Source: an optimization exercise on an open RTL-to-GDS flow (aim: small area and a short achievable clock period). Production flows keep margins and buffers that such runs may drop.
No functional check of the RTL was part of any run shown here.
Power figures rest on the tool's default switching activity, not on a simulated workload.

`design/flow/flow/run.sh`:
```
#!/bin/bash
# Own flow: the standard layout (standard.sh: ORFS, standard synthesis),
# with repair_timing aiming for extra setup slack so that the critical paths
# get sized and buffered even though the 26 ns clock has slack to spare.
# The SDC (clock period, input/output delays, load) is the standard flow's, unchanged.
set -euo pipefail
MARGIN=${MARGIN:-13}
bash standard.sh SETUP_SLACK_MARGIN=$MARGIN finish > standard.log 2>&1
```
`design/flow/standard.sh`:
```
#!/bin/bash
# synth_recipe.tcl (not shown) runs the flow's synth.tcl, then flattens the netlist and writes it again
# the make line also repeats each setting of config.mk as NAME=value (left out here)
make -C /OpenROAD-flow-scripts/flow DESIGN_CONFIG=/design/flow/config.mk WORK_HOME=/design/flow/orfs CLKGATE_MAP_FILE= SYNTH_SCRIPT=/design/flow/synth_recipe.tcl "${@:-finish}"
```
`design/flow/config.mk`:
```
export PLATFORM = sky130hd
export DESIGN_NAME = systolic_array_is
export DESIGN_NICKNAME = systolic_array_is
export VERILOG_FILES = /design/flow/design.v
export SDC_FILE = /design/flow/constraint.sdc
export NUM_CORES = 4
export LEC_CHECK = 0
export CAP_MARGIN = 20
export CORE_MARGIN = 2
export CORE_UTILIZATION = 40
export SLEW_MARGIN = 20
```
`design/flow/constraint.sdc`:
```
create_clock -name core_clock -period 26.0 [get_ports {clk}]
set_input_delay 5.2000 -clock core_clock [delete_from_list [all_inputs] [get_ports {clk}]]
set_output_delay 5.2000 -clock core_clock [all_outputs]
set_load 0.01 [all_outputs]
```
`design/flow/design.v`:
```
module add_zero (
  input  [15:0] m,
  output [15:0] f
);
  wire        sg = m[15];
  wire [4:0]  e  = m[14:10];
  wire [10:0] M  = {1'b1, m[9:0]};
  wire        nz = |m[14:0];
  reg [10:0] lowmask;
  always @(*) begin
    case (e)
      5'd0:  lowmask = 11'h3ff;
      5'd1:  lowmask = 11'h1ff;
      5'd2:  lowmask = 11'h0ff;
      5'd3:  lowmask = 11'h07f;
      5'd4:  lowmask = 11'h03f;
      5'd5:  lowmask = 11'h01f;
      5'd6:  lowmask = 11'h00f;
      5'd7:  lowmask = 11'h007;
      5'd8:  lowmask = 11'h003;
      5'd9:  lowmask = 11'h001;
      default: lowmask = 11'h000;
    endcase
  end
  wire        in_range = (e <= 5'd10);
  wire [11:0] inc  = {1'b0, M | lowmask} + 12'd1;
  wire [11:0] s    = {inc[11], (inc[10:0] & ~lowmask) | (M & lowmask)};
  wire [10:0] dec  = (M & ~lowmask) - 11'd1;
  wire [10:0] d    = (dec & ~lowmask) | (M & lowmask);
  wire [15:0] r_add = s[11] ? {sg, e + 5'd1, s[10:1]} : {sg, e, s[9:0]};
  wire [2:0]  lz = d[10] ? 3'd0 : d[9] ? 3'd1 : d[8] ? 3'd2 : d[7] ? 3'd3 :
                   d[6] ? 3'd4 : d[5] ? 3'd5 : d[4] ? 3'd6 : 3'd0;
  wire [9:0]  m_sub = d[9:0] << lz;
  wire [15:0] r_sub = {sg, e - {2'b0, lz}, m_sub};
  assign f = !nz     ? (sg ? 16'h0000 : 16'h0400) :
             !in_range ? m :
             sg      ? r_sub : r_add;
endmodule
module fp_add (
    input  [15:0] a,
    input  [15:0] b,
    output [15:0] c
    );
    wire [4:0]  ea = a[14:10], eb = b[14:10];
    wire [9:0]  ma = a[9:0],   mb = b[9:0];
    wire        sub  = a[15] ^ b[15];
    wire [5:0]  dab  = {1'b0, ea} - {1'b0, eb};    
    wire [4:0]  dba  = eb - ea;
    wire        e_eq = (ea == eb);
    wire        m_gt = ma > mb;
    wire        gt   = (~dab[5] & ~e_eq) | (e_eq & m_gt);
    wire [4:0]  sh    = gt ? dab[4:0] : dba;
    wire [9:0]  big_m = gt ? ma : mb;
    wire [9:0]  sml_m = gt ? mb : ma;
    wire [4:0]  big_e = gt ? ea : eb;
    wire        sign  = gt ? a[15] : b[15];
    wire [10:0] al = sh[4] ? 11'd0 : ({1'b1, sml_m} >> sh[3:0]);
    wire [11:0] s  = {1'b0, 1'b1, big_m} + {1'b0, al ^ {11{sub}}} + {11'd0, sub};
    wire [2:0]  lz = s[10] ? 3'd0 : s[9] ? 3'd1 : s[8] ? 3'd2 : s[7] ? 3'd3 :
                     s[6] ? 3'd4 : s[5] ? 3'd5 : s[4] ? 3'd6 : 3'd0;
    wire [9:0]  m_sub = s[9:0] << lz;
    wire [4:0]  e_sub = big_e - {2'b0, lz};
    wire [4:0]  e_add = big_e + {4'd0, s[11]};
    wire [9:0]  m_add = s[11] ? s[10:1] : s[9:0];
    assign c = sub ? {sign, e_sub, m_sub} : {sign, e_add, m_add};
endmodule
module mant_mul (
  input  [9:0]  a,
  input  [9:0]  b,
  output [11:0] ph
);
  wire pp0_0 = a[0] & b[0];
  wire pp0_1 = a[0] & b[1];
  wire pp0_2 = a[0] & b[2];
  wire pp0_3 = a[0] & b[3];
  wire pp0_4 = a[0] & b[4];
  wire pp0_5 = a[0] & b[5];
  wire pp0_6 = a[0] & b[6];
  wire pp0_7 = a[0] & b[7];
  wire pp0_8 = a[0] & b[8];
  wire pp0_9 = a[0] & b[9];
  wire pp1_0 = a[1] & b[0];
  wire pp1_1 = a[1] & b[1];
  wire pp1_2 = a[1] & b[2];
  wire pp1_3 = a[1] & b[3];
  wire pp1_4 = a[1] & b[4];
  wire pp1_5 = a[1] & b[5];
  wire pp1_6 = a[1] & b[6];
  wire pp1_7 = a[1] & b[7];
  wire pp1_8 = a[1] & b[8];
  wire pp1_9 = a[1] & b[9];
  wire pp2_0 = a[2] & b[0];
  wire pp2_1 = a[2] & b[1];
  wire pp2_2 = a[2] & b[2];
  wire pp2_3 = a[2] & b[3];
  wire pp2_4 = a[2] & b[4];
  wire pp2_5 = a[2] & b[5];
  wire pp2_6 = a[2] & b[6];
  wire pp2_7 = a[2] & b[7];
  wire pp2_8 = a[2] & b[8];
  wire pp2_9 = a[2] & b[9];
  wire pp3_0 = a[3] & b[0];
  wire pp3_1 = a[3] & b[1];
  wire pp3_2 = a[3] & b[2];
  wire pp3_3 = a[3] & b[3];
  wire pp3_4 = a[3] & b[4];
  wire pp3_5 = a[3] & b[5];
  wire pp3_6 = a[3] & b[6];
  wire pp3_7 = a[3] & b[7];
  wire pp3_8 = a[3] & b[8];
  wire pp3_9 = a[3] & b[9];
  wire pp4_0 = a[4] & b[0];
  wire pp4_1 = a[4] & b[1];
  wire pp4_2 = a[4] & b[2];
  wire pp4_3 = a[4] & b[3];
  wire pp4_4 = a[4] & b[4];
  wire pp4_5 = a[4] & b[5];
  wire pp4_6 = a[4] & b[6];
  wire pp4_7 = a[4] & b[7];
  wire pp4_8 = a[4] & b[8];
  wire pp4_9 = a[4] & b[9];
  wire pp5_0 = a[5] & b[0];
  wire pp5_1 = a[5] & b[1];
  wire pp5_2 = a[5] & b[2];
  wire pp5_3 = a[5] & b[3];
  wire pp5_4 = a[5] & b[4];
  wire pp5_5 = a[5] & b[5];
  wire pp5_6 = a[5] & b[6];
  wire pp5_7 = a[5] & b[7];
  wire pp5_8 = a[5] & b[8];
  wire pp5_9 = a[5] & b[9];
  wire pp6_0 = a[6] & b[0];
  wire pp6_1 = a[6] & b[1];
  wire pp6_2 = a[6] & b[2];
  wire pp6_3 = a[6] & b[3];
  wire pp6_4 = a[6] & b[4];
  wire pp6_5 = a[6] & b[5];
  wire pp6_6 = a[6] & b[6];
  wire pp6_7 = a[6] & b[7];
  wire pp6_8 = a[6] & b[8];
  wire pp6_9 = a[6] & b[9];
  wire pp7_0 = a[7] & b[0];
  wire pp7_1 = a[7] & b[1];
  wire pp7_2 = a[7] & b[2];
  wire pp7_3 = a[7] & b[3];
  wire pp7_4 = a[7] & b[4];
  wire pp7_5 = a[7] & b[5];
  wire pp7_6 = a[7] & b[6];
  wire pp7_7 = a[7] & b[7];
  wire pp7_8 = a[7] & b[8];
  wire pp7_9 = a[7] & b[9];
  wire pp8_0 = a[8] & b[0];
  wire pp8_1 = a[8] & b[1];
  wire pp8_2 = a[8] & b[2];
  wire pp8_3 = a[8] & b[3];
  wire pp8_4 = a[8] & b[4];
  wire pp8_5 = a[8] & b[5];
  wire pp8_6 = a[8] & b[6];
  wire pp8_7 = a[8] & b[7];
  wire pp8_8 = a[8] & b[8];
  wire pp8_9 = a[8] & b[9];
  wire pp9_0 = a[9] & b[0];
  wire pp9_1 = a[9] & b[1];
  wire pp9_2 = a[9] & b[2];
  wire pp9_3 = a[9] & b[3];
  wire pp9_4 = a[9] & b[4];
  wire pp9_5 = a[9] & b[5];
  wire pp9_6 = a[9] & b[6];
  wire pp9_7 = a[9] & b[7];
  wire pp9_8 = a[9] & b[8];
  wire pp9_9 = a[9] & b[9];
  wire s0 = pp0_9 ^ pp1_8;
  wire c0 = pp0_9 & pp1_8;
  wire s1 = a[0] ^ pp1_9 ^ pp2_8;
  wire c1 = (a[0] & pp1_9) | (a[0] & pp2_8) | (pp1_9 & pp2_8);
  wire s2 = pp3_7 ^ pp4_6;
  wire c2 = pp3_7 & pp4_6;
  wire s3 = a[1] ^ pp2_9 ^ pp3_8;
  wire c3 = (a[1] & pp2_9) | (a[1] & pp3_8) | (pp2_9 & pp3_8);
  wire s4 = pp4_7 ^ pp5_6;
  wire c4 = pp4_7 & pp5_6;
  wire s5 = a[2] ^ pp3_9 ^ pp4_8;
  wire c5 = (a[2] & pp3_9) | (a[2] & pp4_8) | (pp3_9 & pp4_8);
  wire s6 = pp0_6 ^ pp1_5;
  wire c6 = pp0_6 & pp1_5;
  wire s7 = pp0_7 ^ pp1_6 ^ pp2_5;
  wire c7 = (pp0_7 & pp1_6) | (pp0_7 & pp2_5) | (pp1_6 & pp2_5);
  wire s8 = pp3_4 ^ pp4_3;
  wire c8 = pp3_4 & pp4_3;
  wire s9 = pp0_8 ^ pp1_7 ^ pp2_6;
  wire c9 = (pp0_8 & pp1_7) | (pp0_8 & pp2_6) | (pp1_7 & pp2_6);
  wire s10 = pp3_5 ^ pp4_4 ^ pp5_3;
  wire c10 = (pp3_5 & pp4_4) | (pp3_5 & pp5_3) | (pp4_4 & pp5_3);
  wire s11 = pp6_2 ^ pp7_1;
  wire c11 = pp6_2 & pp7_1;
  wire s12 = s0 ^ pp2_7 ^ pp3_6;
  wire c12 = (s0 & pp2_7) | (s0 & pp3_6) | (pp2_7 & pp3_6);
  wire s13 = pp4_5 ^ pp5_4 ^ pp6_3;
  wire c13 = (pp4_5 & pp5_4) | (pp4_5 & pp6_3) | (pp5_4 & pp6_3);
  wire s14 = pp7_2 ^ pp8_1 ^ pp9_0;
  wire c14 = (pp7_2 & pp8_1) | (pp7_2 & pp9_0) | (pp8_1 & pp9_0);
  wire s15 = c0 ^ s1 ^ s2;
  wire c15 = (c0 & s1) | (c0 & s2) | (s1 & s2);
  wire s16 = pp5_5 ^ pp6_4 ^ pp7_3;
  wire c16 = (pp5_5 & pp6_4) | (pp5_5 & pp7_3) | (pp6_4 & pp7_3);
  wire s17 = pp8_2 ^ pp9_1 ^ b[0];
  wire c17 = (pp8_2 & pp9_1) | (pp8_2 & b[0]) | (pp9_1 & b[0]);
  wire s18 = c1 ^ c2 ^ s3;
  wire c18 = (c1 & c2) | (c1 & s3) | (c2 & s3);
  wire s19 = s4 ^ pp6_5 ^ pp7_4;
  wire c19 = (s4 & pp6_5) | (s4 & pp7_4) | (pp6_5 & pp7_4);
  wire s20 = pp8_3 ^ pp9_2 ^ b[1];
  wire c20 = (pp8_3 & pp9_2) | (pp8_3 & b[1]) | (pp9_2 & b[1]);
  wire s21 = c3 ^ c4 ^ s5;
  wire c21 = (c3 & c4) | (c3 & s5) | (c4 & s5);
  wire s22 = pp5_7 ^ pp6_6 ^ pp7_5;
  wire c22 = (pp5_7 & pp6_6) | (pp5_7 & pp7_5) | (pp6_6 & pp7_5);
  wire s23 = pp8_4 ^ pp9_3 ^ b[2];
  wire c23 = (pp8_4 & pp9_3) | (pp8_4 & b[2]) | (pp9_3 & b[2]);
  wire s24 = c5 ^ a[3] ^ pp4_9;
  wire c24 = (c5 & a[3]) | (c5 & pp4_9) | (a[3] & pp4_9);
  wire s25 = pp5_8 ^ pp6_7 ^ pp7_6;
  wire c25 = (pp5_8 & pp6_7) | (pp5_8 & pp7_6) | (pp6_7 & pp7_6);
  wire s26 = pp8_5 ^ pp9_4 ^ b[3];
  wire c26 = (pp8_5 & pp9_4) | (pp8_5 & b[3]) | (pp9_4 & b[3]);
  wire s27 = a[4] ^ pp5_9 ^ pp6_8;
  wire c27 = (a[4] & pp5_9) | (a[4] & pp6_8) | (pp5_9 & pp6_8);
  wire s28 = pp7_7 ^ pp8_6 ^ pp9_5;
  wire c28 = (pp7_7 & pp8_6) | (pp7_7 & pp9_5) | (pp8_6 & pp9_5);
  wire s29 = a[5] ^ pp6_9 ^ pp7_8;
  wire c29 = (a[5] & pp6_9) | (a[5] & pp7_8) | (pp6_9 & pp7_8);
  wire s30 = pp0_4 ^ pp1_3;
  wire c30 = pp0_4 & pp1_3;
  wire s31 = pp0_5 ^ pp1_4 ^ pp2_3;
  wire c31 = (pp0_5 & pp1_4) | (pp0_5 & pp2_3) | (pp1_4 & pp2_3);
  wire s32 = pp3_2 ^ pp4_1;
  wire c32 = pp3_2 & pp4_1;
  wire s33 = s6 ^ pp2_4 ^ pp3_3;
  wire c33 = (s6 & pp2_4) | (s6 & pp3_3) | (pp2_4 & pp3_3);
  wire s34 = pp4_2 ^ pp5_1 ^ pp6_0;
  wire c34 = (pp4_2 & pp5_1) | (pp4_2 & pp6_0) | (pp5_1 & pp6_0);
  wire s35 = c6 ^ s7 ^ s8;
  wire c35 = (c6 & s7) | (c6 & s8) | (s7 & s8);
  wire s36 = pp5_2 ^ pp6_1 ^ pp7_0;
  wire c36 = (pp5_2 & pp6_1) | (pp5_2 & pp7_0) | (pp6_1 & pp7_0);
  wire s37 = c7 ^ c8 ^ s9;
  wire c37 = (c7 & c8) | (c7 & s9) | (c8 & s9);
  wire s38 = s10 ^ s11 ^ pp8_0;
  wire c38 = (s10 & s11) | (s10 & pp8_0) | (s11 & pp8_0);
  wire s39 = c9 ^ c10 ^ c11;
  wire c39 = (c9 & c10) | (c9 & c11) | (c10 & c11);
  wire s40 = s12 ^ s13 ^ s14;
  wire c40 = (s12 & s13) | (s12 & s14) | (s13 & s14);
  wire s41 = c12 ^ c13 ^ c14;
  wire c41 = (c12 & c13) | (c12 & c14) | (c13 & c14);
  wire s42 = s15 ^ s16 ^ s17;
  wire c42 = (s15 & s16) | (s15 & s17) | (s16 & s17);
  wire s43 = c15 ^ c16 ^ c17;
  wire c43 = (c15 & c16) | (c15 & c17) | (c16 & c17);
  wire s44 = s18 ^ s19 ^ s20;
  wire c44 = (s18 & s19) | (s18 & s20) | (s19 & s20);
  wire s45 = c18 ^ c19 ^ c20;
  wire c45 = (c18 & c19) | (c18 & c20) | (c19 & c20);
  wire s46 = s21 ^ s22 ^ s23;
  wire c46 = (s21 & s22) | (s21 & s23) | (s22 & s23);
  wire s47 = c21 ^ c22 ^ c23;
  wire c47 = (c21 & c22) | (c21 & c23) | (c22 & c23);
  wire s48 = s24 ^ s25 ^ s26;
  wire c48 = (s24 & s25) | (s24 & s26) | (s25 & s26);
  wire s49 = c24 ^ c25 ^ c26;
  wire c49 = (c24 & c25) | (c24 & c26) | (c25 & c26);
  wire s50 = s27 ^ s28 ^ b[4];
  wire c50 = (s27 & s28) | (s27 & b[4]) | (s28 & b[4]);
  wire s51 = c27 ^ c28 ^ s29;
  wire c51 = (c27 & c28) | (c27 & s29) | (c28 & s29);
  wire s52 = pp8_7 ^ pp9_6 ^ b[5];
  wire c52 = (pp8_7 & pp9_6) | (pp8_7 & b[5]) | (pp9_6 & b[5]);
  wire s53 = c29 ^ a[6] ^ pp7_9;
  wire c53 = (c29 & a[6]) | (c29 & pp7_9) | (a[6] & pp7_9);
  wire s54 = pp8_8 ^ pp9_7 ^ b[6];
  wire c54 = (pp8_8 & pp9_7) | (pp8_8 & b[6]) | (pp9_7 & b[6]);
  wire s55 = a[7] ^ pp8_9 ^ pp9_8;
  wire c55 = (a[7] & pp8_9) | (a[7] & pp9_8) | (pp8_9 & pp9_8);
  wire s56 = pp0_3 ^ pp1_2;
  wire c56 = pp0_3 & pp1_2;
  wire s57 = s30 ^ pp2_2 ^ pp3_1;
  wire c57 = (s30 & pp2_2) | (s30 & pp3_1) | (pp2_2 & pp3_1);
  wire s58 = c30 ^ s31 ^ s32;
  wire c58 = (c30 & s31) | (c30 & s32) | (s31 & s32);
  wire s59 = c31 ^ c32 ^ s33;
  wire c59 = (c31 & c32) | (c31 & s33) | (c32 & s33);
  wire s60 = c33 ^ c34 ^ s35;
  wire c60 = (c33 & c34) | (c33 & s35) | (c34 & s35);
  wire s61 = c35 ^ c36 ^ s37;
  wire c61 = (c35 & c36) | (c35 & s37) | (c36 & s37);
  wire s62 = c37 ^ c38 ^ s39;
  wire c62 = (c37 & c38) | (c37 & s39) | (c38 & s39);
  wire s63 = c39 ^ c40 ^ s41;
  wire c63 = (c39 & c40) | (c39 & s41) | (c40 & s41);
  wire s64 = c41 ^ c42 ^ s43;
  wire c64 = (c41 & c42) | (c41 & s43) | (c42 & s43);
  wire s65 = c43 ^ c44 ^ s45;
  wire c65 = (c43 & c44) | (c43 & s45) | (c44 & s45);
  wire s66 = c45 ^ c46 ^ s47;
  wire c66 = (c45 & c46) | (c45 & s47) | (c46 & s47);
  wire s67 = c47 ^ c48 ^ s49;
  wire c67 = (c47 & c48) | (c47 & s49) | (c48 & s49);
  wire s68 = c49 ^ c50 ^ s51;
  wire c68 = (c49 & c50) | (c49 & s51) | (c50 & s51);
  wire s69 = c51 ^ c52 ^ s53;
  wire c69 = (c51 & c52) | (c51 & s53) | (c52 & s53);
  wire s70 = c53 ^ c54 ^ s55;
  wire c70 = (c53 & c54) | (c53 & s55) | (c54 & s55);
  wire s71 = c55 ^ a[8] ^ pp9_9;
  wire c71 = (c55 & a[8]) | (c55 & pp9_9) | (a[8] & pp9_9);
  wire s72 = pp0_2 ^ pp1_1;
  wire c72 = pp0_2 & pp1_1;
  wire s73 = s56 ^ pp2_1 ^ pp3_0;
  wire c73 = (s56 & pp2_1) | (s56 & pp3_0) | (pp2_1 & pp3_0);
  wire s74 = c56 ^ s57 ^ pp4_0;
  wire c74 = (c56 & s57) | (c56 & pp4_0) | (s57 & pp4_0);
  wire s75 = c57 ^ s58 ^ pp5_0;
  wire c75 = (c57 & s58) | (c57 & pp5_0) | (s58 & pp5_0);
  wire s76 = c58 ^ s59 ^ s34;
  wire c76 = (c58 & s59) | (c58 & s34) | (s59 & s34);
  wire s77 = c59 ^ s60 ^ s36;
  wire c77 = (c59 & s60) | (c59 & s36) | (s60 & s36);
  wire s78 = c60 ^ s61 ^ s38;
  wire c78 = (c60 & s61) | (c60 & s38) | (s61 & s38);
  wire s79 = c61 ^ s62 ^ s40;
  wire c79 = (c61 & s62) | (c61 & s40) | (s62 & s40);
  wire s80 = c62 ^ s63 ^ s42;
  wire c80 = (c62 & s63) | (c62 & s42) | (s63 & s42);
  wire s81 = c63 ^ s64 ^ s44;
  wire c81 = (c63 & s64) | (c63 & s44) | (s64 & s44);
  wire s82 = c64 ^ s65 ^ s46;
  wire c82 = (c64 & s65) | (c64 & s46) | (s65 & s46);
  wire s83 = c65 ^ s66 ^ s48;
  wire c83 = (c65 & s66) | (c65 & s48) | (s66 & s48);
  wire s84 = c66 ^ s67 ^ s50;
  wire c84 = (c66 & s67) | (c66 & s50) | (s67 & s50);
  wire s85 = c67 ^ s68 ^ s52;
  wire c85 = (c67 & s68) | (c67 & s52) | (s68 & s52);
  wire s86 = c68 ^ s69 ^ s54;
  wire c86 = (c68 & s69) | (c68 & s54) | (s69 & s54);
  wire s87 = c69 ^ s70 ^ b[7];
  wire c87 = (c69 & s70) | (c69 & b[7]) | (s70 & b[7]);
  wire s88 = c70 ^ s71 ^ b[8];
  wire c88 = (c70 & s71) | (c70 & b[8]) | (s71 & b[8]);
  wire s89 = c71 ^ a[9] ^ b[9];
  wire c89 = (c71 & a[9]) | (c71 & b[9]) | (a[9] & b[9]);
  wire [21:0] r0 = {1'b0, c89, c88, c87, c86, c85, c84, c83, c82, c81, c80, c79, c78, c77, c76, c75, c74, c73, c72, s72, pp0_1, pp0_0};
  wire [21:0] r1 = {1'b0, 1'b1, s89, s88, s87, s86, s85, s84, s83, s82, s81, s80, s79, s78, s77, s76, s75, s74, s73, pp2_0, pp1_0, 1'b0};
  wire [9:0] lg = r0[9:0] & r1[9:0];
  wire [9:0] lp = r0[9:0] | r1[9:0];
  wire G90 = lg[9] | (lp[9] & lg[8]);
  wire P90 = lp[9] & lp[8];
  wire G91 = G90 | (P90 & lg[7]);
  wire P91 = P90 & lp[7];
  wire G92 = lg[6] | (lp[6] & lg[5]);
  wire P92 = lp[6] & lp[5];
  wire G93 = G91 | (P91 & G92);
  wire P93 = P91 & P92;
  wire G94 = lg[4] | (lp[4] & lg[3]);
  wire P94 = lp[4] & lp[3];
  wire G95 = G94 | (P94 & lg[2]);
  wire P95 = P94 & lp[2];
  wire G96 = lg[1] | (lp[1] & lg[0]);
  wire P96 = lp[1] & lp[0];
  wire G97 = G95 | (P95 & G96);
  wire P97 = P95 & P96;
  wire G98 = G93 | (P93 & G97);
  wire P98 = P93 & P97;
  wire cin = G98;
  wire [11:0] tg = r0[21:10] & r1[21:10];
  wire [11:0] tp = r0[21:10] ^ r1[21:10];
  wire k0 = tg[0] | (tp[0] & cin);
  wire g1_1 = tg[1] | (tp[1] & k0);
  wire p1_1 = tp[1] & tp[0];
  wire g1_3 = tg[3] | (tp[3] & tg[2]);
  wire p1_3 = tp[3] & tp[2];
  wire g1_5 = tg[5] | (tp[5] & tg[4]);
  wire p1_5 = tp[5] & tp[4];
  wire g1_7 = tg[7] | (tp[7] & tg[6]);
  wire p1_7 = tp[7] & tp[6];
  wire g1_9 = tg[9] | (tp[9] & tg[8]);
  wire p1_9 = tp[9] & tp[8];
  wire g1_11 = tg[11] | (tp[11] & tg[10]);
  wire p1_11 = tp[11] & tp[10];
  wire g2_2 = tg[2] | (tp[2] & g1_1);
  wire p2_2 = tp[2] & p1_1;
  wire g2_3 = g1_3 | (p1_3 & g1_1);
  wire p2_3 = p1_3 & p1_1;
  wire g2_6 = tg[6] | (tp[6] & g1_5);
  wire p2_6 = tp[6] & p1_5;
  wire g2_7 = g1_7 | (p1_7 & g1_5);
  wire p2_7 = p1_7 & p1_5;
  wire g2_10 = tg[10] | (tp[10] & g1_9);
  wire p2_10 = tp[10] & p1_9;
  wire g2_11 = g1_11 | (p1_11 & g1_9);
  wire p2_11 = p1_11 & p1_9;
  wire g3_4 = tg[4] | (tp[4] & g2_3);
  wire p3_4 = tp[4] & p2_3;
  wire g3_5 = g1_5 | (p1_5 & g2_3);
  wire p3_5 = p1_5 & p2_3;
  wire g3_6 = g2_6 | (p2_6 & g2_3);
  wire p3_6 = p2_6 & p2_3;
  wire g3_7 = g2_7 | (p2_7 & g2_3);
  wire p3_7 = p2_7 & p2_3;
  wire g4_8 = tg[8] | (tp[8] & g3_7);
  wire p4_8 = tp[8] & p3_7;
  wire g4_9 = g1_9 | (p1_9 & g3_7);
  wire p4_9 = p1_9 & p3_7;
  wire g4_10 = g2_10 | (p2_10 & g3_7);
  wire p4_10 = p2_10 & p3_7;
  wire g4_11 = g2_11 | (p2_11 & g3_7);
  wire p4_11 = p2_11 & p3_7;
  wire [11:0] tcar = {g4_10, g4_9, g4_8, g3_7, g3_6, g3_5, g3_4, g2_3, g2_2, g1_1, k0, cin};
  assign ph = tp ^ tcar;
endmodule
module mul_normalizer (
  input  [15:0] a,
  input  [15:0] b,
  input  [11:0] ph,
  output [15:0] c
);
  wire       zero = ~(|a) | ~(|b);
  wire [4:0] e0   = a[14:10] + b[14:10] + 5'd17;
  wire [4:0] e    = ph[11] ? e0 + 5'd1 : e0;
  wire [9:0] m    = ph[11] ? ph[10:1] : ph[9:0];
  assign c = zero ? 16'b0 : {a[15] ^ b[15], e, m};
endmodule
module fp_mul (
    input  [15:0] a,
    input  [15:0] b,
    output [15:0] c
    );
    wire [11:0] ph;
    mant_mul        u1 (.a(a[9:0]), .b(b[9:0]), .ph(ph));
    mul_normalizer  u2 (.a(a), .b(b), .ph(ph), .c(c));
endmodule
module systolic_array_is
#(
  parameter INPUT_WIDTH = 16,
  parameter WEIGHT_WIDTH = 16,
  parameter PSUM_WIDTH = 16,
  parameter ARRAY_HEIGHT = 4,
  parameter ARRAY_WIDTH = 4
)(
  input clk,
  input rst_n,
  input process_en,
  input input_en,
  input [INPUT_WIDTH * ARRAY_HEIGHT - 1 : 0] packed_input_in,
  input [WEIGHT_WIDTH * ARRAY_WIDTH - 1 : 0] packed_weight_in,
  output [PSUM_WIDTH * ARRAY_HEIGHT - 1 : 0] packed_psum_out
);
  genvar x, y, k;
  wire [15:0] wsk_q [0:3][0:3];
  wire [15:0] wsk_m [0:3][0:3];    
  generate
    for (y = 1; y < 4; y = y + 1) begin : wcol
      for (k = 0; k < y; k = k + 1) begin : wst
        reg [15:0] r;
        wire [15:0] src;
        if (k == 0) begin : first
          assign src = packed_weight_in[16*y +: 16];
        end else begin : next
          assign src = wsk_q[y][k-1];
        end
        assign wsk_m[y][k] = process_en ? src : r;
        always @(posedge clk) r <= rst_n ? wsk_m[y][k] : 16'd0;
        assign wsk_q[y][k] = r;
      end
    end
  endgenerate
  wire [15:0] in_q   [0:3][0:3];    
  wire [15:0] in_m   [0:3][0:3];    
  wire [15:0] w_in   [0:3][0:3];    
  wire [15:0] w_m    [0:3][0:3];    
  wire [15:0] wr_q   [0:3][0:3];    
  wire [15:0] wr_m   [0:3][0:3];
  wire [15:0] psum   [0:3][0:3];    
  generate
    for (x = 0; x < 4; x = x + 1) begin : row
      for (y = 0; y < 4; y = y + 1) begin : col
        reg [15:0] input_reg;
        wire [15:0] in_src;
        if (y == 0) begin : inport
          assign in_src = packed_input_in[16*x +: 16];
        end else begin : inleft
          assign in_src = in_q[x][y-1];
        end
        assign in_m[x][y] = input_en ? in_src : input_reg;
        always @(posedge clk) input_reg <= rst_n ? in_m[x][y] : 16'd0;
        assign in_q[x][y] = input_reg;
        if (x == 0) begin : wtop
          if (y == 0) begin : w00
            assign w_in[x][y]   = packed_weight_in[15:0];
            assign w_m[x][y]    = 16'd0;   
          end else begin : wsk
            assign w_in[x][y]   = wsk_q[y][y-1];
            assign w_m[x][y]    = wsk_m[y][y-1];
          end
        end else begin : wbelow
          assign w_in[x][y]   = wr_q[x-1][y];
          assign w_m[x][y]    = wr_m[x-1][y];
        end
        if (x < 3) begin : wreg
          reg [15:0] weight_reg;
          assign wr_m[x][y] = process_en ? w_in[x][y] : weight_reg;
          always @(posedge clk) weight_reg <= rst_n ? wr_m[x][y] : 16'd0;
          assign wr_q[x][y] = weight_reg;
        end
        if (x == 0 && y == 0) begin : pe00
          wire [15:0] prod;
          wire [15:0] sum;
          reg  [15:0] psum_reg;
          fp_mul mul (.a(input_reg), .b(w_in[x][y]), .c(prod));
          add_zero add (.m(prod), .f(sum));
          always @(posedge clk)
            if (!rst_n) psum_reg <= 16'd0;
            else if (process_en) psum_reg <= sum;
          assign psum[x][y] = psum_reg;
        end else begin : pe
          reg  [11:0] ph;
          wire [11:0] ph_d;
          wire [15:0] prod;
          wire [15:0] sum;
          reg  [15:0] psum_reg;
          mant_mul mm (.a(in_m[x][y][9:0]), .b(w_m[x][y][9:0]), .ph(ph_d));
          always @(posedge clk) ph <= ph_d;
          mul_normalizer mn (.a(input_reg), .b(w_in[x][y]), .ph(ph), .c(prod));
          if (y == 0) begin : c0
            add_zero add (.m(prod), .f(sum));
          end else begin : cl
            fp_add add (.a(prod), .b(psum[x][y-1]), .c(sum));
          end
          always @(posedge clk)
            if (!rst_n) psum_reg <= 16'd0;
            else if (process_en) psum_reg <= sum;
          assign psum[x][y] = psum_reg;
        end
      end
    end
  endgenerate
  generate
    for (x = 0; x < 4; x = x + 1) begin : dsk
      wire [15:0] st [0:3];
      assign st[0] = psum[x][3];
      for (k = 0; k < 3 - x; k = k + 1) begin : dst
        reg [15:0] r;
        always @(posedge clk)
          if (!rst_n) r <= 16'd0;
          else if (process_en) r <= st[k];
        assign st[k+1] = r;
      end
      assign packed_psum_out[16*x +: 16] = st[3-x];
    end
  endgenerate
endmodule
```
==> summary.txt, run 1 <==
Status
  – Status: no timing/DRC/antenna violations

Placement
  – Post-detail-place hpwl: around 300 mm
  – Placer Congestion: just over 0.9
  – PortBufs: ~200
  – Dpl cell area: ~140000 um^2

Setup path
  – CP endpoint kind: register
  – Crit path kind: primary input to register
  – R2R depth: 38
  – CP max FO: 5
  – RR Endpoint: row[0].col[1].pe.psum_reg[14]
  – Reg2reg setup slack: around 15000 ps
  – Worst Path Required: around 27000 ps
  – Slowest-stage cell, CP: fa_1
  – Crit path DAT: around 14000 ps
  – CP most frequent cell: fa_1
  – CP Launch Type: primary input
  – Max incr delay on CP: approximately 550 ps
  – Worst R2R Start: row[0].col[1].input_reg[3]

Final layout
  – Fin nets: about 18000
  – Area Growth Syn to Fin: 10.2%
  – Number of flip-flops in the largest register: around 260
  – Design area: around 140000 um^2
  – Most common library cell in the layout ignoring fill and taps: nor2_1
  – Highest-count cells in the layout ignoring fill and taps: nor2_1 (2541), inv_1 (1943), fa_1 (1425)
  – Final Util: 44.4%
  – Layout cells sized above 1: approximately 8.5%
  – Fill count: around 32000

Floorplan
  – IO Pins: ~200
  – # rows: around 210
  – Starting Density: approximately two fifths
  – Width of the die: roughly 580 um
  – Die height: about 580 um
  – Core ar.: 325000 um^2
  – Die area: between 300000 and 400000 um^2

Global route
  – Met3 GRT Util: about 2.9%
  – Grt total ovfl: 0
  – GR Util met2: approximately a third
  – Initial antenna violation count: 5
  – First-pass GRT wire length: a little over 600 mm
  – GRT met1 Usage: between 30% and 40%
  – Vias in the first global route: approximately 100k
  – All-Layer GR Usage: about 23%
  – Global routing's busiest layer: met2
  – Pin count of the biggest net entering global routing: approximately 150

CTS
  – CTS tree: done
  – Hold buffer count at cts: 0
  – Worst-Skew Late Latency: about 860 ps
  – Cts bufs inserted: 148
  – Clock transition at path regs: 60 ps
  – Clock sink count: around 1100
  – Root Driver: clkbuf_16
  – Clock Path Buffers: 4
  – CTS HTree Levels: 4

Synthesis
  – Synth async-reset ratio: 0%
  – Number of flops mapped to enable cells by yosys: 0
  – Register area share after synthesis: 16.5%
  – Top_reg_cell synth: dfxtp_1
  – Count of cell types in the netlist: between 100 and 150
  – Mean post-synth cell area: 8.39 um^2
  – Synth Register Bits: 1076
  – Post-Syn Instances: between 15000 and 20000
  – Synth Warn #: 2
  – Syn nets: around 18000
  – Mapped Area: 131000 um^2

Timing
  – Slew @ Worst Pin: 1100 ps
  – Fin Setup TNS: 0 ps
  – Final Skew: about 51 ps
  – Final period utilization: 50.4%
  – Final Max Tran Viols: 0
  – Achievable frequency: between 0.07 and 0.08 GHz
  – Minimum clock period: 13090 ps
  – Worst slew margin relative to its limit: approximately a quarter
  – Hold Violations, Final: 0
  – Unrepaired setup endpoints after global routing: yes
  – Endpoints failing setup: 0

Routing
  – Via/cell ratio: between 5 and 6
  – Post-route ant nets: 0
  – Routed vias: approximately 110k
  – Routed WL per cell: ~19 um
  – DRC: 0
  – Total iterations of the first detailed-routing run: 6
  – WL final: ~380 mm
  – DRT iter0 DRCs: roughly 8000

Worst hold path
  – Hold EP: row[1].col[3].pe.psum_reg[10]
  – Worst Hold Class: register to register
  – Hold path cells: 2
  – Hold_sp: row[1].col[3].pe.psum_reg[10]

Job
  – Max_cap viols: 0

Pwr
  – Power per cell area: approximately 100 nW/um^2
  – Worst vdd ir: about 0.000075 V
  – Lkg Pwr: about 63 nW
==> metrics by stage <==
| step | hold slack (ps) | instances | setup WS (ps) | total power [mW] |
|---|---|---|---|---|
| after floorplan | 441 | 15600 | 12350 | 9.80 |
| after global placement | 471 | 19700 | 10570 | 12.0 |
| after detailed placement | 473 | 19700 | 10530 | 12.0 |
| after CTS | 480 | 20000 | 12950 | 14.3 |
| after global routing | 503 | 20000 | 12600 | 15.7 |
| final | 479 | 20000 | 12910 | 14.5 |
==> critical path, delay by kind of cell <==
family	cells	cell delay (ps)
AOI/OAI and AO/OA	11	1900
buffers and inverters	8	840
adders and majority gates	8	3450
and+or+nand+nor	7	1860
muxes	2	540
==> where the power goes <==
group | leakage, nW | switching, mW | internal [mW]
Sequential | 8.79 | 0.214 | 1.87
Clock | 2.47 | 0.876 | 1.31
Combinational | 51.8 | 6.28 | 3.95
Total | 63.1 | 7.37 | 7.12
==> cell usage after synthesis (58+ instances only) <==
cell / count / area, um^2
or2_2: 239 / 1500
and2_1: 120 / 751
nand3_1: 177 / 886
mux2_2: 134 / 1510
mux2i_1: 1055 / 10600
o21ai_0: 625 / 3130
and3_1: 63 / 394
dfxtp_1: 1076 / 21500
nand2_1: 948 / 3560
a21o_1: 236 / 1770
or3_1: 68 / 425
o21a_1: 58 / 435
fa_1: 1428 / 28600
nor3_1: 172 / 861
a31oi_1: 133 / 832
clkbuf_1: 597 / 2240
ha_1: 847 / 10600
xor2_1: 243 / 2130
nand4_1: 87 / 544
nor2_1: 2546 / 9560
nor2b_1: 147 / 920
nand2b_1: 126 / 788
mux4_2: 72 / 1620
a21oi_1: 601 / 3010
a211oi_1: 151 / 1130
maj3_1: 66 / 661
buf_1: 79 / 297
xnor2_1: 387 / 3390
nor4_1: 160 / 1000
o211ai_1: 96 / 721
inv_1: 1956 / 7340
==> final cells by class <==
cell class              instances  area [um^2]  area share, %
well taps                    4325         5410           3.76
clock buffers                 186         4150           2.88
diodes                          2         5.00        0.00348
flip-flops and latches       1076        21500           15.0
inverters                    1964         7400           5.14
clock inverters                77          978          0.679
multi-input cells           11800        99500           69.1
repair buffers                588         5030           3.49
==> timing repair <==
action,CTS,global route
setup endpoints to repair,35,61
pin swaps,18,37
buffers inserted,23,24
gates cloned,0,1
gates resized for setup,73,98
==> worst max-delay path by stage <==
stage                                    from                              end  slack, ps  cells past startpoint
after CTS                 packed_weight_in[7]  row[0].col[0].pe00.psum_reg[14]      12950                     36
after global routing      packed_weight_in[6]  row[0].col[0].pe00.psum_reg[14]      12600                     41
final                     packed_weight_in[7]   row[0].col[0].pe00.psum_reg[9]      12910                     36
after detailed placement  packed_weight_in[3]  row[0].col[0].pe00.psum_reg[14]      10530                     42
after global placement    packed_weight_in[3]  row[0].col[0].pe00.psum_reg[14]      10570                     42
after floorplan           packed_weight_in[7]  row[0].col[0].pe00.psum_reg[14]      12350                     41
==> cell families after synthesis <==
group                    count (synthesis)  share of synthesized area (%)
multiplexers                          1262                           10.5
adder cells (fa/ha/maj)               2341                           30.5
AO/OA/AOI/OAI                         2550                           13.0
flip-flops                            1076                           16.5
buffers and inverters                 2707                           7.87
XOR/XNOR                               642                           4.40
AND/OR/NAND/NOR                       5007                           17.2
==> routing by layer <==
| metal | share of wire, % | vias up | wire length [um] |
|---|---|---|---|
| met5 | 0 | - | 0 |
| met2 | 43 | 3005 | 164000 |
| li1 | - | 52000 | - |
| met1 | 48 | 52300 | 184000 |
| met3 | 6.0 | 460 | 22800 |
| met4 | 2.7 | 0 | 10300 |
==> run 2: changes to the inputs <==
--- a/design/flow/design.v
+++ b/design/flow/design.v
@@ -420,14 +420,24 @@
 endmodule
 module mul_normalizer (
+  input         zero,    
+  input         sign,    
+  input  [4:0]  e0,      
+  input  [11:0] ph,      
+  output [15:0] c
+);
+  wire [4:0] e = ph[11] ? e0 + 5'd1 : e0;
+  wire [9:0] m = ph[11] ? ph[10:1] : ph[9:0];
+  assign c = zero ? 16'b0 : {sign, e, m};
+endmodule
+module mul_operands (
   input  [15:0] a,
   input  [15:0] b,
-  input  [11:0] ph,
-  output [15:0] c
+  output        zero,
+  output        sign,
+  output [4:0]  e0
 );
-  wire       zero = ~(|a) | ~(|b);
-  wire [4:0] e0   = a[14:10] + b[14:10] + 5'd17;
-  wire [4:0] e    = ph[11] ? e0 + 5'd1 : e0;
-  wire [9:0] m    = ph[11] ? ph[10:1] : ph[9:0];
-  assign c = zero ? 16'b0 : {a[15] ^ b[15], e, m};
+  assign zero = ~(|a) | ~(|b);
+  assign sign = a[15] ^ b[15];
+  assign e0   = a[14:10] + b[14:10] + 5'd17;
 endmodule
 module fp_mul (
@@ -437,6 +447,9 @@
     );
     wire [11:0] ph;
+    wire        zero, sign;
+    wire [4:0]  e0;
     mant_mul        u1 (.a(a[9:0]), .b(b[9:0]), .ph(ph));
-    mul_normalizer  u2 (.a(a), .b(b), .ph(ph), .c(c));
+    mul_operands    u2 (.a(a), .b(b), .zero(zero), .sign(sign), .e0(e0));
+    mul_normalizer  u3 (.zero(zero), .sign(sign), .e0(e0), .ph(ph), .c(c));
 endmodule
 module systolic_array_is
@@ -514,13 +527,11 @@
         end
         if (x == 0 && y == 0) begin : pe00
+          reg  [15:0] m00;
           wire [15:0] prod;
-          wire [15:0] sum;
-          reg  [15:0] psum_reg;
           fp_mul mul (.a(input_reg), .b(w_in[x][y]), .c(prod));
-          add_zero add (.m(prod), .f(sum));
           always @(posedge clk)
-            if (!rst_n) psum_reg <= 16'd0;
-            else if (process_en) psum_reg <= sum;
-          assign psum[x][y] = psum_reg;
+            if (!rst_n) m00 <= 16'h8000;
+            else if (process_en) m00 <= prod;
+          add_zero add (.m(m00), .f(psum[x][y]));
         end else begin : pe
           reg  [11:0] ph;
@@ -531,5 +542,8 @@
           mant_mul mm (.a(in_m[x][y][9:0]), .b(w_m[x][y][9:0]), .ph(ph_d));
           always @(posedge clk) ph <= ph_d;
-          mul_normalizer mn (.a(input_reg), .b(w_in[x][y]), .ph(ph), .c(prod));
+          wire        zero, sign;
+          wire [4:0]  e0;
+          mul_operands   mo (.a(input_reg), .b(w_in[x][y]), .zero(zero), .sign(sign), .e0(e0));
+          mul_normalizer mn (.zero(zero), .sign(sign), .e0(e0), .ph(ph), .c(prod));
           if (y == 0) begin : c0
             add_zero add (.m(prod), .f(sum));
--- a/design/flow/flow/run.sh
+++ b/design/flow/flow/run.sh
@@ -5,4 +5,4 @@
 # The SDC (clock period, input/output delays, load) is the standard flow's, unchanged.
 set -euo pipefail
-MARGIN=${MARGIN:-13}
+MARGIN=${MARGIN:-16}
 bash standard.sh SETUP_SLACK_MARGIN=$MARGIN finish > standard.log 2>&1
==> summary.txt, run 2 <==
Status
  – Status: no timing/DRC/antenna violations

Pwr
  – Lkg Pwr: slightly below 70 nW
  – Final Power: 18.8 mW
  – Logic pwr share: slightly below 80%
  – Sw frac: between 50% and 60%
  – Internal power: 9.38 mW
  – Power per cell area: approximately 120 nW/um^2
  – Switching power: approximately 9.4 mW
  – Clock power share: ~11%
  – Worst vdd ir: about 0.00037 V
  – Reg power frac: between 10% and 20%

Routing
  – Routed WL per cell: 19.4 um
  – DRT iter0 DRCs: 7584
  – Post-route ant nets: 0
  – Total iterations of the first detailed-routing run: 6
  – Routed vias: 110000
  – WL final: 397 mm
  – Via/cell ratio: ~5.4
  – DRC: 0

Final layout
  – Most common library cell in the layout ignoring fill and taps: inv_1
  – Fin nets: roughly 18000
  – Non-Filler Instances: roughly 21000
  – Area Growth Syn to Fin: 18.0%
  – Final Util: between 40 and 50%
  – Design area: 155000 um^2
  – Fill count: slightly above 30000
  – Layout cells sized above 1: 16.1%
  – Highest-count cells in the layout ignoring fill and taps: inv_1 (1952), nor2_1 (1671), fa_1 (1350)
  – Number of flip-flops in the largest register: ~260

Setup path
  – Crit path kind: primary input to register
  – R2R depth: between 50 and 60
  – Reg2reg setup slack: between 15000 and 20000 ps
  – CP most frequent cell: maj3_2
  – Max incr delay on CP: roughly 500 ps
  – Crit path DAT: ~11000 ps
  – Worst R2R Start: row[0].col[0].pe00.m00[14]
  – CP Launch Type: primary input
  – CP max FO: 6
  – Worst Path Required: 26710 ps
  – CP endpoint kind: register
  – Worst Setup SP: packed_weight_in[3]
  – RR Endpoint: row[0].col[1].pe.psum_reg[14]
  – Slowest-stage cell, CP: fa_1

Timing
  – Hold Violations, Final: 0
  – Slew @ Worst Pin: about 1100 ps
  – Achievable frequency: between 0.09 and 0.1 GHz
  – Final period utilization: between 40 and 50%
  – Final Skew: between 60 and 70 ps
  – Fin Setup TNS: 0 ps
  – Final Max Tran Viols: 0
  – Worst slew margin relative to its limit: roughly 27%
  – Unrepaired setup endpoints after global routing: yes
  – Endpoints failing setup: 0
  – Minimum clock period: approximately 11000 ps

Synthesis
  – Count of cell types in the netlist: about 130
  – Commonest cells post-synth: inv_1 (2001), nor2_1 (1765), fa_1 (1428)
  – Number of flops mapped to enable cells by yosys: 0
  – Mapped Area: about 130000 um^2
  – Leading cell type by number of instances after synthesis: inv_1
  – Synth Warn #: 2
  – Post-synth top area cell: fa_1
  – Top_reg_cell synth: dfxtp_1
  – Mean post-synth cell area: 8.53 um^2
  – Synth Register Bits: 1086
  – Register area share after synthesis: 16.5%
  – Syn nets: 17800
  – Largest cells by area after synthesis: fa_1 (22%), dfxtp_1 (17%), mux2i_1 (8.4%)
  – Post-synth top area share: roughly 22%
  – Post-Syn Instances: 15400
  – Synth async-reset ratio: 0%

Floorplan
  – Die area: around 330000 um^2
  – IO Pins: ~200
  – Starting Density: around two fifths
  – # rows: 210
  – Core ar.: around 330000 um^2
  – Die height: roughly 580 um
  – Width of the die: about 580 um

CTS
  – Cts bufs inserted: roughly 150
  – CTS HTree Levels: 4
  – Root Driver: clkbuf_16
  – Clock Path Buffers: 4
  – Clock sink count: between 1000 and 1500
  – CTS tree: done
  – Hold buffer count at cts: 0
  – Worst-Skew Late Latency: between 800 and 900 ps
  – Clock transition at path regs: around 60 ps

Global route
  – Vias in the first global route: between 100k and 150k
  – Initial antenna violation count: 10
  – Grt total ovfl: 0
  – All-Layer GR Usage: between 20% and 30%
  – Pin count of the biggest net entering global routing: ~190
  – First-pass GRT wire length: slightly above 600 mm

Worst hold path
  – Hold_sp: row[3].col[3].pe.psum_reg[10]
  – Worst Hold Class: register to register

Placement
  – Placer Congestion: approximately 0.92
  – Post-detail-place hpwl: between 200 and 300 mm
  – PortBufs: slightly below 200
  – Dpl cells: about 20000
  – Dpl cell area: between 100000 and 150000 um^2

Job
  – Max_cap viols: 0
==> run 2: cell count changes in the layout (fill, tap and decap cells not counted), moves of 76 or more <==
cell,change
nor2_1,-870
mux2i_4,+76
o21ai_0,-126
nor2b_1,+627
buf_6,+85
buf_4,+422
a211oi_1,-80
==> run 2: area by class of cell <==
| cell class | instances | area (um^2) | share of cell area, % |
|---|---|---|---|
| flip-flops and latches | 1086 | 21800 | 14.0 |
| multi-input cells | 11600 | 104000 | 66.7 |
| repair buffers | 1209 | 12000 | 7.72 |
| clock inverters | 61 | 659 | 0.425 |
| well taps | 4346 | 5440 | 3.50 |
| diodes | 4 | 10.0 | 0.00645 |
| clock buffers | 195 | 4180 | 2.70 |
| inverters | 2011 | 7590 | 4.89 |
==> run 2: what timing repair did <==
| action | 4_1_cts | 5_1_grt |
|---|---|---|
| setup buffers | 428 | 228 |
| endpoints found under the setup margin | 260 | 212 |
| gates cloned | 47 | 13 |
| pin swaps | 253 | 311 |
| gates resized for setup | 543 | 548 |
==> run 2: worst max-delay path: cells and delay by family <==
kind | cells | cell delay (ps)
AOI/OAI and AO/OA | 7 | 840
and+or+nand+nor | 10 | 1340
xor gates and xnor gates | 1 | 190
buffers and inverters | 3 | 210
adders and majority gates | 10 | 3670
==> run 2: metal layers <==
| metal | vias up | part of all wire, % | track usage [%] |
|---|---|---|---|
| met4 | 10 | 2.6 | 5.57 |
| met2 | 3240 | 43 | 35.4 |
| met3 | 561 | 7.1 | 3.83 |
| li1 | 52300 | - | - |
| met5 | - | 0.014 | 0 |
| met1 | 53900 | 47 | 33.9 |
==> run 2: cells by family after synthesis <==
family,share of synthesized area [%]
buffers and inverters,7.88
muxes,11.3
xor gates and xnor gates,4.37
and+or+nand+nor,17.9
AOI/OAI and AO/OA,11.6
adders and majority gates,30.4
DFF,16.5
==> run 2: power groups by stage <==
stage	clock network (mW)	logic, mW	registers, mW
2_1_floorplan	0	10.3	2.04
3_3_place_gp	0	12.8	2.16
3_5_place_dp	0	12.8	2.17
4_1_cts	2.12	13.5	2.13
5_1_grt	2.18	16.0	2.17
6_report	2.07	14.6	2.14
==> run 2: metrics by stage <==
step	hold WS (ps)	worst slack, ps
global route	493	15060
finish	479	15240
floorplan	435	14280
global placement	457	12600
CTS	483	15350
detailed placement	470	12580
==> run 2: worst min path at each step <==
| stage | to | slack (ps) | cells past startpoint |
|---|---|---|---|
| final | row[3].col[3].pe.psum_reg[10] | 480 | 1 |
| after global placement | row[2].col[3].pe.psum_reg[7] | 460 | 1 |
| after floorplan | row[2].col[3].pe.psum_reg[7] | 440 | 1 |
| after global routing | row[2].col[3].pe.psum_reg[14] | 490 | 1 |
| after detailed placement | row[3].col[3].pe.psum_reg[10] | 470 | 1 |
| after CTS | row[3].col[3].pe.psum_reg[10] | 480 | 1 |
==> run 3: changes to the inputs <==
--- a/design/flow/design.v
+++ b/design/flow/design.v
@@ -527,11 +527,21 @@
         end
         if (x == 0 && y == 0) begin : pe00
-          reg  [15:0] m00;
+          reg  [11:0] ph;
+          reg  [4:0]  pe0;
+          reg         psign, pzero;
+          wire [11:0] ph_d;
+          wire [4:0]  e0_d;
+          wire        sign_d, zero_d;
           wire [15:0] prod;
-          fp_mul mul (.a(input_reg), .b(w_in[x][y]), .c(prod));
+          mant_mul     mm (.a(input_reg[9:0]), .b(w_in[x][y][9:0]), .ph(ph_d));
+          mul_operands mo (.a(input_reg), .b(w_in[x][y]), .zero(zero_d), .sign(sign_d), .e0(e0_d));
           always @(posedge clk)
-            if (!rst_n) m00 <= 16'h8000;
-            else if (process_en) m00 <= prod;
-          add_zero add (.m(m00), .f(psum[x][y]));
+            if (!rst_n) begin
+              ph <= 12'd0; pe0 <= 5'd0; psign <= 1'b1; pzero <= 1'b0;
+            end else if (process_en) begin
+              ph <= ph_d; pe0 <= e0_d; psign <= sign_d; pzero <= zero_d;
+            end
+          mul_normalizer mn (.zero(pzero), .sign(psign), .e0(pe0), .ph(ph), .c(prod));
+          add_zero add (.m(prod), .f(psum[x][y]));
         end else begin : pe
           reg  [11:0] ph;
==> summary.txt, run 3 <==
Pwr
  – Lkg Pwr: around 67 nW
  – Power per cell area: between 100 and 150 nW/um^2
  – Final Power: ~19 mW
  – Worst vdd ir: approximately 0.00031 V

Placement
  – PortBufs: 195
  – Post-detail-place hpwl: about 300 mm
  – Placer Congestion: between 0.9 and 1

Synthesis
  – Synth Warn #: 2
  – Count of cell types in the netlist: between 100 and 150
  – Register area share after synthesis: between 10% and 20%
  – Synth async-reset ratio: 0%
  – Syn nets: 17900
  – Leading cell type by number of instances after synthesis: nor2_1
  – Post-Syn Instances: 15500
  – Largest cells by area after synthesis: fa_1 (22%), dfxtp_1 (17%), mux2i_1 (8.4%)
  – Synth Register Bits: between 1000 and 1500
  – Commonest cells post-synth: nor2_1 (2544), inv_1 (1986), fa_1 (1428)
  – Mean post-synth cell area: between 8 and 9 um^2
  – Mapped Area: between 100000 and 150000 um^2
  – Post-synth top area cell: fa_1
  – Post-synth top area share: between 20% and 30%
  – Top_reg_cell synth: dfxtp_1
  – Number of flops mapped to enable cells by yosys: 0

Worst hold path
  – Hold_sp: row[2].col[3].pe.psum_reg[10]
  – Hold EP: row[2].col[3].pe.psum_reg[10]
  – Worst Hold Class: register to register
  – Hold path cells: 2

Timing
  – Final period utilization: between 40% and 50%
  – Hold Violations, Final: 0
  – Slew @ Worst Pin: approximately 1000 ps
  – Fin Setup TNS: 0 ps
  – Worst slew margin relative to its limit: roughly 33%
  – Endpoints failing setup: 0
  – Final Skew: 47.3 ps
  – Minimum clock period: about 11000 ps
  – Unrepaired setup endpoints after global routing: yes
  – Final Max Tran Viols: 0
  – Achievable frequency: just over 0.09 GHz

Setup path
  – Crit path DAT: 11610 ps
  – Slowest-stage cell, CP: or4_4
  – CP max FO: 4
  – Worst R2R Start: row[0].col[0].pe00.pe0[0]
  – Reg2reg setup slack: between 15000 and 20000 ps
  – CP endpoint kind: register
  – RR Endpoint: row[0].col[1].pe.psum_reg[14]
  – CP most frequent cell: ha_4
  – Max incr delay on CP: roughly 450 ps
  – Worst Path Required: 26690 ps
  – Crit path kind: register to register
  – R2R depth: 60
  – CP Launch Type: register

Final layout
  – Area Growth Syn to Fin: 19.0%
  – Highest-count cells in the layout ignoring fill and taps: nor2_1 (2445), inv_1 (1931), fa_1 (1355)
  – Layout cells sized above 1: about 16%
  – Fill count: slightly above 30000
  – Number of flip-flops in the largest register: between 200 and 300
  – Fin nets: about 19000
  – Most common library cell in the layout ignoring fill and taps: nor2_1
  – Area occupied by multi-input gates: around 100000 um^2
  – Register area: about 22000 um^2

Routing
  – Routed WL per cell: around 20 um
  – Post-route ant nets: 0
  – DRT iter0 DRCs: about 8600
  – Routed vias: approximately 110k
  – DRC: 0
  – Via/cell ratio: approximately 5.4
  – WL final: a little over 400 mm
  – Total iterations of the first detailed-routing run: 6

CTS
  – Root Driver: clkbuf_16
  – Worst-Skew Late Latency: roughly 840 ps
  – CTS HTree Levels: 4
  – Clock transition at path regs: ~60 ps
  – CTS tree: done
  – Cts bufs inserted: roughly 140
  – Hold buffer count at cts: 0
  – Clock sink count: around 1100
  – Clock Path Buffers: 4

Floorplan
  – Width of the die: ~570 um
  – IO Pins: between 150 and 200
  – Die height: approximately 570 um
  – Core ar.: roughly 320000 um^2
  – Starting Density: between 40% and 50%
  – Die area: 327000 um^2
  – # rows: roughly 210

Global route
  – Vias in the first global route: 108000
  – Pin count of the biggest net entering global routing: approximately 170
  – Initial antenna violation count: 5
  – Grt total ovfl: 0
  – All-Layer GR Usage: between 20% and 30%
  – First-pass GRT wire length: roughly 630 mm

Status
  – Status: no timing/DRC/antenna violations

Job
  – Max_cap viols: 0
run 3: changes by cell type in the layout (fill, tap and decap cells not counted), sizes merged, moves of 38 or more:
cell / change
and2: -58
nor2: +778
o211a: -47
mux2: -38
nand2: -54
a211oi: +96
nor2b: -652
buf: +96
run 3: cells by family after synthesis:
| group | after synthesis | synth area share (%) |
|---|---|---|
| AOI/OAI and AO/OA | 2420 | 12.1 |
| xor gates and xnor gates | 648 | 4.42 |
| muxes | 1307 | 10.8 |
| adders and majority gates | 2348 | 30.9 |
| and+or+nand+nor | 4930 | 17.0 |
| DFF | 1079 | 16.7 |
| buffers and inverters | 2723 | 7.94 |
run 3: how the worst max path moves through the flow:
stage,slack [ps],endpoint,depth (start not counted),start
after floorplan,14500,row[3].col[0].pe.ph[11],30,input_en
after global placement,12530,row[3].col[1].pe.ph[11],27,input_en
after detailed placement,12480,row[1].col[3].pe.ph[8],24,input_en
after CTS,15300,row[0].col[1].pe.psum_reg[14],59,row[0].col[0].pe00.pe0[1]
after global routing,14780,row[0].col[1].pe.psum_reg[14],60,row[0].col[0].pe00.pe0[0]
final,15080,row[0].col[1].pe.psum_reg[14],60,row[0].col[0].pe00.pe0[0]
run 3: worst max-delay path, delay by kind of cell (launching register included):
| kind | cells | cell delay (ps) |
|---|---|---|
| simple gates | 16 | 2180 |
| mux | 1 | 320 |
| flops | 1 | 370 |
| compound gates | 25 | 5110 |
| buf+inv | 9 | 930 |
| fa+ha+maj | 6 | 1250 |
| xor+xnor | 3 | 660 |
run 3: through the flow:
step | util, % | worst slack [ps] | instances | hold WS, ps | instance area [um^2]
2_1_floorplan | - | 14500 | 15500 | 425 | 131000
3_3_place_gp | 42.7 | 12530 | 19600 | 450 | 137000
3_5_place_dp | 42.7 | 12480 | 19600 | 461 | 137000
4_1_cts | 46.7 | 15300 | 20400 | 474 | 150000
5_1_grt | 47.8 | 14780 | 20600 | 505 | 154000
6_report | 47.8 | 15080 | 20600 | 476 | 154000
run 3: final cells by class:
| type | instances | share of cell area, % |
|---|---|---|
| clock inverter | 56 | 0.419 |
| inverter | 1995 | 4.90 |
| antenna | 1 | 0.00163 |
| timing repair buffer | 1305 | 8.19 |
| clock buffer | 195 | 2.66 |
| tap | 4305 | 3.51 |
| multi-input combinational | 11700 | 66.2 |
| sequential | 1079 | 14.1 |
run 3: what timing repair did:
| action | CTS | global route |
|---|---|---|
| pin swaps | 333 | 345 |
| endpoints found under the hold margin | 0 | 0 |
| setup endpoints to repair | 220 | 204 |
| setup buffers | 530 | 197 |
| gates cloned | 47 | 7 |
| resized for setup | 650 | 460 |
run 3: power by group:
group          switching (mW)  internal (mW)
clock                   0.837           1.21
combinational            8.38           6.27
sequential              0.231           1.88
run 3: layer usage:
metal | global-route usage (%) | share of wire [%] | vias to the layer above
li1 | - | - | 52700
met1 | 34.8 | 46 | 54400
met2 | 37.0 | 44 | 3550
met3 | 3.61 | 7.1 | 593
met4 | 6.94 | 3.2 | 2
met5 | 0 | 0.0032 | -

==> re-timing with driven ports <==
The results above use ideal ports. As a check the final layouts listed here were re-extracted and re-timed, cells and wires unchanged.
Step 1 assumes that a clkbuf_16 drives the clock port and a buf_2 every other input.
Step 2 times the ports against the registers' clock, not the clock port: input delays grow and output delays shrink by t, the midpoint of the rising clock arrivals with the driver on.
a / b / c = ideal ports / drivers / drivers and shift; a / b = the first two.
run | shift t [ns] | setup slack, ns | hold WS [ns]
run 1 | 0.938 | 12.909 / 12.965 / 12.027 | 0.479 / 0.479 / 0.479
run 2 | 0.914 | 15.239 / 15.116 / 14.201 | 0.479 / 0.479 / 0.479
run 3 | 0.925 | 15.081 / 15.023 / 14.098 | 0.476 / 0.476 / 0.476
After both steps every run listed still meets setup and hold. For run 2, which loses most, drivers alone change the setup slack by -0.123 ns; drivers and shift together by -1.038 ns.
